Source: an optimization exercise on an open RTL-to-GDS flow (aim: small area). Production flows keep margins and buffers that such runs may drop.
Where RTL was checked, it was by simulation tests only, not by an equivalence proof against the original.

// RandomNumberGenerator
module RandomNumberGenerator(clk, rst, load, key_x, seed_r, seed_g, seed_b, Rout, Gout, Bout, Key_ready);
    input wire clk;
    input wire rst;
    input wire load;                  
    input wire [15:0] key_x;          
    input wire [15:0] seed_r;         
    input wire [15:0] seed_g;
    input wire [15:0] seed_b;
    output reg [7:0] Rout;
    output reg [7:0] Gout;
    output reg [7:0] Bout;
    output reg Key_ready;
    reg [15:0] Rlfsr;
    reg [15:0] Glfsr;
    reg [15:0] Blfsr;
    reg [1:0] g;
    reg h;
    reg [15:0] x;         
    reg [6:0] zc;         
    wire ph0 = ~g[1] & ~g[0];
    wire ph1 = ~g[1] &  g[0];
    wire ph2 =  g[1] &  g[0];
    wire ph3 =  g[1] & ~g[0];
    reg [15:0] acc;       
    wire [14:0] w = x[14:0] ^ {15{x[15]}};
    wire [3:0] d = ({4{ph0}} & w[3:0]) | ({4{ph1}} & w[7:4]) |
                   ({4{ph2}} & w[11:8]) | ({4{ph3}} & {1'b0, w[14:12]});
    wire [15:0] ain = ({16{ph0 & x[15]}} & {w, 1'b1}) | ({16{~ph0}} & acc);
    wire t0 = ~ain[0] | ~(w[0] & d[0]);
    wire [1:0] t1 = {1'b0, ~ain[1]} + {1'b0, ~(w[1] & d[0])} + {1'b0, ~(w[0] & d[1])};
    wire t2 = t0 | t1[0];
    wire [1:0] t3 = {1'b0, ~ain[2]} + {1'b0, ~(w[2] & d[0])} + {1'b0, ~(w[1] & d[1])};
    wire [1:0] t4 = {1'b0, ~(w[0] & d[2])} + {1'b0, t1[1]} + {1'b0, t3[0]};
    wire t5 = t2 | t4[0];
    wire t6 = ~(t2 ^ t4[0]);
    wire [1:0] t7 = {1'b0, ~ain[3]} + {1'b0, ~(w[3] & d[0])} + {1'b0, ~(w[2] & d[1])};
    wire [1:0] t8 = {1'b0, ~(w[1] & d[2])} + {1'b0, ~(w[0] & d[3])} + {1'b0, t3[1]};
  ...
export LEC_CHECK = 0
export CAP_MARGIN = 20
export CORE_MARGIN = 2
export CORE_UTILIZATION = 40
export SLEW_MARGIN = 20
create_clock -name core_clock -period 10.0 [get_ports {clk}]
standard.sh (not shown) runs the stock make flow with config.mk's settings and CLKGATE_MAP_FILE= SYNTH_SCRIPT=/design/flow/synth_recipe.tcl, a recipe that flattens the netlist after the stock synthesis.
==> flow/flow/run.sh <==
#!/bin/bash
# Standard layout (standard.sh) with changes that keep the registers and what
# is measured:
#  * Yosys's ABC step maps the combinational logic for area
#    (&get -n; &st; &dch; &nf -a; &put) instead of ORFS's speed script;
#    everything else in synthesis is ORFS's own script, unchanged;
#  * after synthesis, flow/netopt.py swaps some cells for smaller cells of the
#    same function (half adders with an unused output, 2:1 muxes as a22o);
#  * the port buffers are the smallest buffer, buf_1;
#  * the clock tree uses clkbuf_4 without dummy loads.
set -euo pipefail
here=$(pwd)
rm -rf "$here/scripts_mod"
cp -r "$FLOW_HOME/scripts" "$here/scripts_mod"
printf '%s\n' '&get -n' '&st' '&dch' '&nf -a' '&put' > "$here/scripts_mod/abc_speed.script"
export SCRIPTS_DIR="$here/scripts_mod"
export BUFFER_PORTS_ARGS="-buffer_cell sky130_fd_sc_hd__buf_1"
export CTS_ARGS="-sink_clustering_enable -repair_clock_nets -dont_use_dummy_load -buf_list sky130_fd_sc_hd__clkbuf_4 -root_buf sky130_fd_sc_hd__clkbuf_4"
res="$here/orfs/results/$FLOW_PLATFORM/RandomNumberGenerator/base"
bash standard.sh synth > standard_synth.log 2>&1
python3 "$here/flow/netopt.py" "$res/1_2_yosys.v" > netopt.log 2>&1
rm -f "$res/1_synth.odb" "$res/1_synth.sdc"
bash standard.sh > standard.log 2>&1
Other scripts of this flow, unchanged in this note and not shown: flow/flow/netopt.py
The first run went through all stages and came out clean.
Rerun with:
--- a/flow/flow/run.sh
+++ b/flow/flow/run.sh
@@ -16,0 +17 @@
+export DONT_USE_CELLS="sky130_fd_sc_hd__buf_4 sky130_fd_sc_hd__buf_6 sky130_fd_sc_hd__buf_8 sky130_fd_sc_hd__buf_12 sky130_fd_sc_hd__buf_16 sky130_fd_sc_hd__bufbuf_8 sky130_fd_sc_hd__bufbuf_16 sky130_fd_sc_hd__clkbuf_8 sky130_fd_sc_hd__clkbuf_16"
The changed run passed the timing, DRC and antenna checks.
Fmax is unchanged.
Design area is unchanged.
Setup slack does not change.
No functional check of the RTL was part of any run of this note.


Another version of the RTL of RandomNumberGenerator (not shown whole).
Size in the first run: about 530 cells after synthesis, ~6100 µm² of cells after synthesis.
clock: 10.0 ns
lec_check: 0
cap_margin: 0
core_margin: 2
core_utilization: 60
slew_margin: 0
==> flow/flow/run.sh <==
#!/bin/bash
# Standard layout (standard.sh) with changes that keep the registers and what
# is measured:
#  * Yosys's ABC step maps the combinational logic for area
#    (&get -n; &st; &dch; &nf -a; &put) instead of ORFS's speed script;
#    everything else in synthesis is ORFS's own script, unchanged;
#  * after synthesis, flow/netopt.py swaps some cells for smaller cells of the
#    same function (half adders with an unused output, 2:1 muxes as a22o);
#  * the port buffers are the smallest buffer, buf_1;
#  * the clock tree uses clkbuf_4 without dummy loads.
set -euo pipefail
here=$(pwd)
rm -rf "$here/scripts_mod"
cp -r "$FLOW_HOME/scripts" "$here/scripts_mod"
printf '%s\n' '&get -n' '&st' '&dch' '&nf -a' '&put' > "$here/scripts_mod/abc_speed.script"
export SCRIPTS_DIR="$here/scripts_mod"
export BUFFER_PORTS_ARGS="-buffer_cell sky130_fd_sc_hd__buf_1"
export CTS_ARGS="-sink_clustering_enable -repair_clock_nets -dont_use_dummy_load -buf_list sky130_fd_sc_hd__clkbuf_4 -root_buf sky130_fd_sc_hd__clkbuf_4"
res="$here/orfs/results/$FLOW_PLATFORM/RandomNumberGenerator/base"
bash standard.sh synth > standard_synth.log 2>&1
python3 "$here/flow/netopt.py" "$res/1_2_yosys.v" > netopt.log 2>&1
rm -f "$res/1_synth.odb" "$res/1_synth.sdc"
bash standard.sh > standard.log 2>&1
Other scripts of this flow, unchanged in this note and not shown: flow/flow/netopt.py
The first run passed the timing, DRC and antenna checks.
==> next run, changes <==
--- a/flow/flow/run.sh
+++ b/flow/flow/run.sh
@@ -18 +18 @@
-export CTS_ARGS="-sink_clustering_enable -repair_clock_nets -dont_use_dummy_load -buf_list sky130_fd_sc_hd__clkbuf_4 -root_buf sky130_fd_sc_hd__clkbuf_4"
+export CTS_ARGS="-sink_clustering_enable -repair_clock_nets -dont_use_dummy_load -sink_buffer_max_cap_derate 1.0 -sink_clustering_size 30 -sink_clustering_max_diameter 300 -buf_list sky130_fd_sc_hd__clkbuf_4 -root_buf sky130_fd_sc_hd__clkbuf_4"
- CAP_MARGIN: 0 -> 20
- CORE_UTILIZATION: 60 -> 40
- SLEW_MARGIN: 0 -> 20
What happened: Via count is higher by 3.4%. Core utilization is lower by 23 points. Sequential share of layout area is lower by 0.48 points. Non-clock buffer count is higher by 1.
==> next run, changes <==
--- a/flow/flow/run.sh
+++ b/flow/flow/run.sh
@@ -18 +18 @@
-export CTS_ARGS="-sink_clustering_enable -repair_clock_nets -dont_use_dummy_load -sink_buffer_max_cap_derate 1.0 -sink_clustering_size 30 -sink_clustering_max_diameter 300 -buf_list sky130_fd_sc_hd__clkbuf_4 -root_buf sky130_fd_sc_hd__clkbuf_4"
+export CTS_ARGS="-sink_clustering_enable -repair_clock_nets -dont_use_dummy_load -buf_list sky130_fd_sc_hd__clkbuf_4 -root_buf sky130_fd_sc_hd__clkbuf_4"
Outcome: Cell area does not change; die area does not change; hold slack is unchanged; worst setup slack stays the same; wire length does not change; clock-buffer cell count is unchanged; via count stays the same; critical path depth stays the same.


## v2
RandomNumberGenerator again, from the RTL that the note above started with.
Design RandomNumberGenerator, start of the top module:
module RandomNumberGenerator(clk, rst, load, key_x, seed_r, seed_g, seed_b, Rout, Gout, Bout, Key_ready);
    input wire clk;
    input wire rst;
    input wire load;                  
    input wire [15:0] key_x;          
    input wire [15:0] seed_r;         
    input wire [15:0] seed_g;
    input wire [15:0] seed_b;
    output reg [7:0] Rout;
    output reg [7:0] Gout;
    output reg [7:0] Bout;
    output reg Key_ready;
    reg [15:0] Rlfsr;
    reg [15:0] Glfsr;
    reg [15:0] Blfsr;
    reg [1:0] g;
    reg h;
    reg [15:0] x;         
    reg [6:0] zc;         
    wire ph0 = ~g[1] & ~g[0];
    wire ph1 = ~g[1] &  g[0];
    wire ph2 =  g[1] &  g[0];
    wire ph3 =  g[1] & ~g[0];
    reg [15:0] acc;       
    wire [14:0] w = x[14:0] ^ {15{x[15]}};
    wire [3:0] d = ({4{ph0}} & w[3:0]) | ({4{ph1}} & w[7:4]) |
                   ({4{ph2}} & w[11:8]) | ({4{ph3}} & {1'b0, w[14:12]});
    wire [15:0] ain = ph0 ? ({w, 1'b1} & {16{x[15]}}) : acc;
    wire t0 = ~ain[0] | ~(w[0] & d[0]);
    wire [1:0] t1 = {1'b0, ~ain[1]} + {1'b0, ~(w[1] & d[0])} + {1'b0, ~(w[0] & d[1])};
    wire t2 = t0 | t1[0];
    wire [1:0] t3 = {1'b0, ~ain[2]} + {1'b0, ~(w[2] & d[0])} + {1'b0, ~(w[1] & d[1])};
    wire [1:0] t4 = {1'b0, ~(w[0] & d[2])} + {1'b0, t1[1]} + {1'b0, t3[0]};
    wire t5 = t2 | t4[0];
    wire t6 = ~(t2 ^ t4[0]);
    wire [1:0] t7 = {1'b0, ~ain[3]} + {1'b0, ~(w[3] & d[0])} + {1'b0, ~(w[2] & d[1])};
    wire [1:0] t8 = {1'b0, ~(w[1] & d[2])} + {1'b0, ~(w[0] & d[3])} + {1'b0, t3[1]};
    wire [1:0] t9 = {1'b0, t7[0]} + {1'b0, t4[1]} + {1'b0, t8[0]};
    wire t10 = t5 | t9[0];
    wire t11 = ~(t5 ^ t9[0]);
    wire [1:0] t12 = {1'b0, ~ain[4]} + {1'b0, ~(w[4] & d[0])} + {1'b0, ~(w[3] & d[1])};
    wire [1:0] t13 = {1'b0, ~(w[2] & d[2])} + {1'b0, ~(w[1] & d[3])} + {1'b0, t7[1]};
    wire [1:0] t14 = {1'b0, t12[0]} + {1'b0, t8[1]} + {1'b0, t13[0]};
    wire [1:0] t15 = {1'b0, t9[1]} + {1'b0, t14[0]} + {1'b0, t10};
    wire [1:0] t16 = {1'b0, ~ain[5]} + {1'b0, ~(w[5] & d[0])} + {1'b0, ~(w[4] & d[1])};
    wire [1:0] t17 = {1'b0, ~(w[3] & d[2])} + {1'b0, ~(w[2] & d[3])} + {1'b0, t12[1]};
    wire [1:0] t18 = {1'b0, t16[0]} + {1'b0, t13[1]} + {1'b0, t17[0]};
  ...
==> flow/config.mk <==
export PLATFORM = sky130hd
export DESIGN_NAME = RandomNumberGenerator
export DESIGN_NICKNAME = RandomNumberGenerator
export VERILOG_FILES = /design/flow/design.v
export SDC_FILE = /design/flow/constraint.sdc
export NUM_CORES = 4
export LEC_CHECK = 0
export CAP_MARGIN = 20
export CORE_MARGIN = 2
export CORE_UTILIZATION = 40
export SLEW_MARGIN = 20
==> flow/constraint.sdc <==
create_clock -name core_clock -period 10.0 [get_ports {clk}]
set_input_delay 2.0000 -clock core_clock [delete_from_list [all_inputs] [get_ports {clk}]]
set_output_delay 2.0000 -clock core_clock [all_outputs]
set_load 0.01 [all_outputs]
==> flow/flow/run.sh <==
#!/bin/bash
# Standard layout (standard.sh) with three changes that do not touch the
# registers or what is measured:
#  * Yosys's ABC step maps the combinational logic for area
#    (&get -n; &st; &dch; &nf -a; &put) instead of ORFS's speed script;
#    everything else in synthesis is ORFS's own script, unchanged;
#  * the port buffers are the smallest buffer, buf_1;
#  * the clock tree uses clkbuf_4 without dummy loads.
set -euo pipefail
here=$(pwd)
rm -rf "$here/scripts_mod"
cp -r "$FLOW_HOME/scripts" "$here/scripts_mod"
printf '%s\n' '&get -n' '&st' '&dch' '&nf -a' '&put' > "$here/scripts_mod/abc_speed.script"
export SCRIPTS_DIR="$here/scripts_mod"
export BUFFER_PORTS_ARGS="-buffer_cell sky130_fd_sc_hd__buf_1"
export CTS_ARGS="-sink_clustering_enable -repair_clock_nets -dont_use_dummy_load -sink_clustering_size 30 -sink_clustering_max_diameter 150 -buf_list sky130_fd_sc_hd__clkbuf_4 -root_buf sky130_fd_sc_hd__clkbuf_4"
bash standard.sh > standard.log 2>&1
Here is what was changed in the inputs of v50 compared with v2.
-- flow/flow/run.sh --
<<< v2, line 15
export BUFFER_PORTS_ARGS="-buffer_cell sky130_fd_sc_hd__buf_1"
export CTS_ARGS="-sink_clustering_enable -repair_clock_nets -dont_use_dummy_load -sink_clustering_size 30 -sink_clustering_max_diameter 150 -buf_list sky130_fd_sc_hd__clkbuf_4 -root_buf sky130_fd_sc_hd__clkbuf_4"
bash standard.sh > standard.log 2>&1
>>> v50, line 15
export BUFFER_PORTS_ARGS="-buffer_cell sky130_fd_sc_hd__buf_1"
export CTS_ARGS="-sink_clustering_enable -repair_clock_nets -dont_use_dummy_load -buf_list sky130_fd_sc_hd__clkbuf_4 -root_buf sky130_fd_sc_hd__clkbuf_4"
bash standard.sh > standard.log 2>&1
Between v2 and v50, the difference in leftover overflow at the end of global routing is negligible.
Critical path arrival of v50 is on par with v2.
Compared with v2, in v50 area growth from synthesis to layout comparable.
v50 ran to completion and came out clean on the timing, DRC and antenna checks.
Changes in v55 relative to v50:
-- flow/flow/run.sh --
<<< v50, line 15
export BUFFER_PORTS_ARGS="-buffer_cell sky130_fd_sc_hd__buf_1"
export CTS_ARGS="-sink_clustering_enable -repair_clock_nets -dont_use_dummy_load -buf_list sky130_fd_sc_hd__clkbuf_4 -root_buf sky130_fd_sc_hd__clkbuf_4"
bash standard.sh > standard.log 2>&1
>>> v55, line 15
export BUFFER_PORTS_ARGS="-buffer_cell sky130_fd_sc_hd__buf_1"
export CTS_ARGS="-sink_clustering_enable -repair_clock_nets -dont_use_dummy_load -sink_clustering_size 40 -sink_clustering_max_diameter 200 -buf_list sky130_fd_sc_hd__clkbuf_8 -root_buf sky130_fd_sc_hd__clkbuf_8"
bash standard.sh > standard.log 2>&1
### Flow results
Re final setup TNS: no difference whatsoever between v50 and v55. Reported for v55 and v50, final-stage net count turned out identical to the last digit. Comparing layout overhead on the synthesized area for v55 and v50, the smaller number came from v50.
The following lists how v48 was set up differently from v55:
==> flow/flow/run.sh <==
#!/bin/bash
# Standard layout (standard.sh, unchanged synthesis) with two settings changed:
# the port buffers are the smallest buffer, buf_1, instead of
# clkdlybuf4s50_1, and the clock tree uses clkbuf_4 without dummy loads.
set -euo pipefail
export BUFFER_PORTS_ARGS="-buffer_cell sky130_fd_sc_hd__buf_1"
export CTS_ARGS="-sink_clustering_enable -repair_clock_nets -dont_use_dummy_load -buf_list sky130_fd_sc_hd__clkbuf_4 -root_buf sky130_fd_sc_hd__clkbuf_4"
bash standard.sh > standard.log 2>&1
==> comparison <==
On routability congestion estimate from global placement: between v55 and v48, it ends up lower for v48. v55 has higher mean instance size in the synthesized netlist than v48.

[separate check: timing with driven ports]
How much do the figures lean on ideal ports? The routed layouts below were timed once more, with nothing changed but the port constraints. Step 1 sets driving cells, clkbuf_16 on the clock port and buf_2 on the other inputs (assumed; they add their load-dependent delay and slew). Step 2 moves the port delays by t, midway between the first and last clock arrival at a register: inputs arrive t later, outputs are due t later. That takes back most of the time a late clock gives input paths. Slacks: ideal / step 1 / step 2; pairs: ideal / step 1.
| run | t, ns | setup slack, ns | hold slack, ns | clock arrival spread, ns |
|---|---|---|---|---|
| the first run of note 1 | 0.545 | 0.622 / 0.622 / 0.622 | 0.440 / 0.440 / 0.440 | 0.044 / 0.044 |
| the second run of note 1 | 0.545 | 0.622 / 0.622 / 0.622 | 0.440 / 0.440 / 0.440 | 0.044 / 0.044 |
| the first run of note 2 | 0.530 | 0.505 / 0.505 / 0.505 | 0.447 / 0.447 / 0.447 | 0.042 / 0.041 |
| the second run of note 2 | 0.538 | 0.508 / 0.508 / 0.508 | 0.458 / 0.458 / 0.458 | 0.050 / 0.049 |
| the third run of note 2 | 0.538 | 0.508 / 0.508 / 0.508 | 0.458 / 0.458 / 0.458 | 0.050 / 0.049 |
| v2 | 0.534 | 0.482 / 0.482 / 0.482 | 0.451 / 0.451 / 0.451 | 0.039 / 0.039 |
| v50 | 0.534 | 0.482 / 0.482 / 0.482 | 0.451 / 0.451 / 0.451 | 0.039 / 0.039 |
| v55 | 0.456 | 0.445 / 0.445 / 0.445 | 0.455 / 0.455 / 0.455 | 0.029 / 0.029 |
| v48 | 0.535 | 0.533 / 0.533 / 0.533 | 0.469 / 0.469 / 0.469 | 0.054 / 0.054 |
After both steps setup and hold are still met in every run listed.
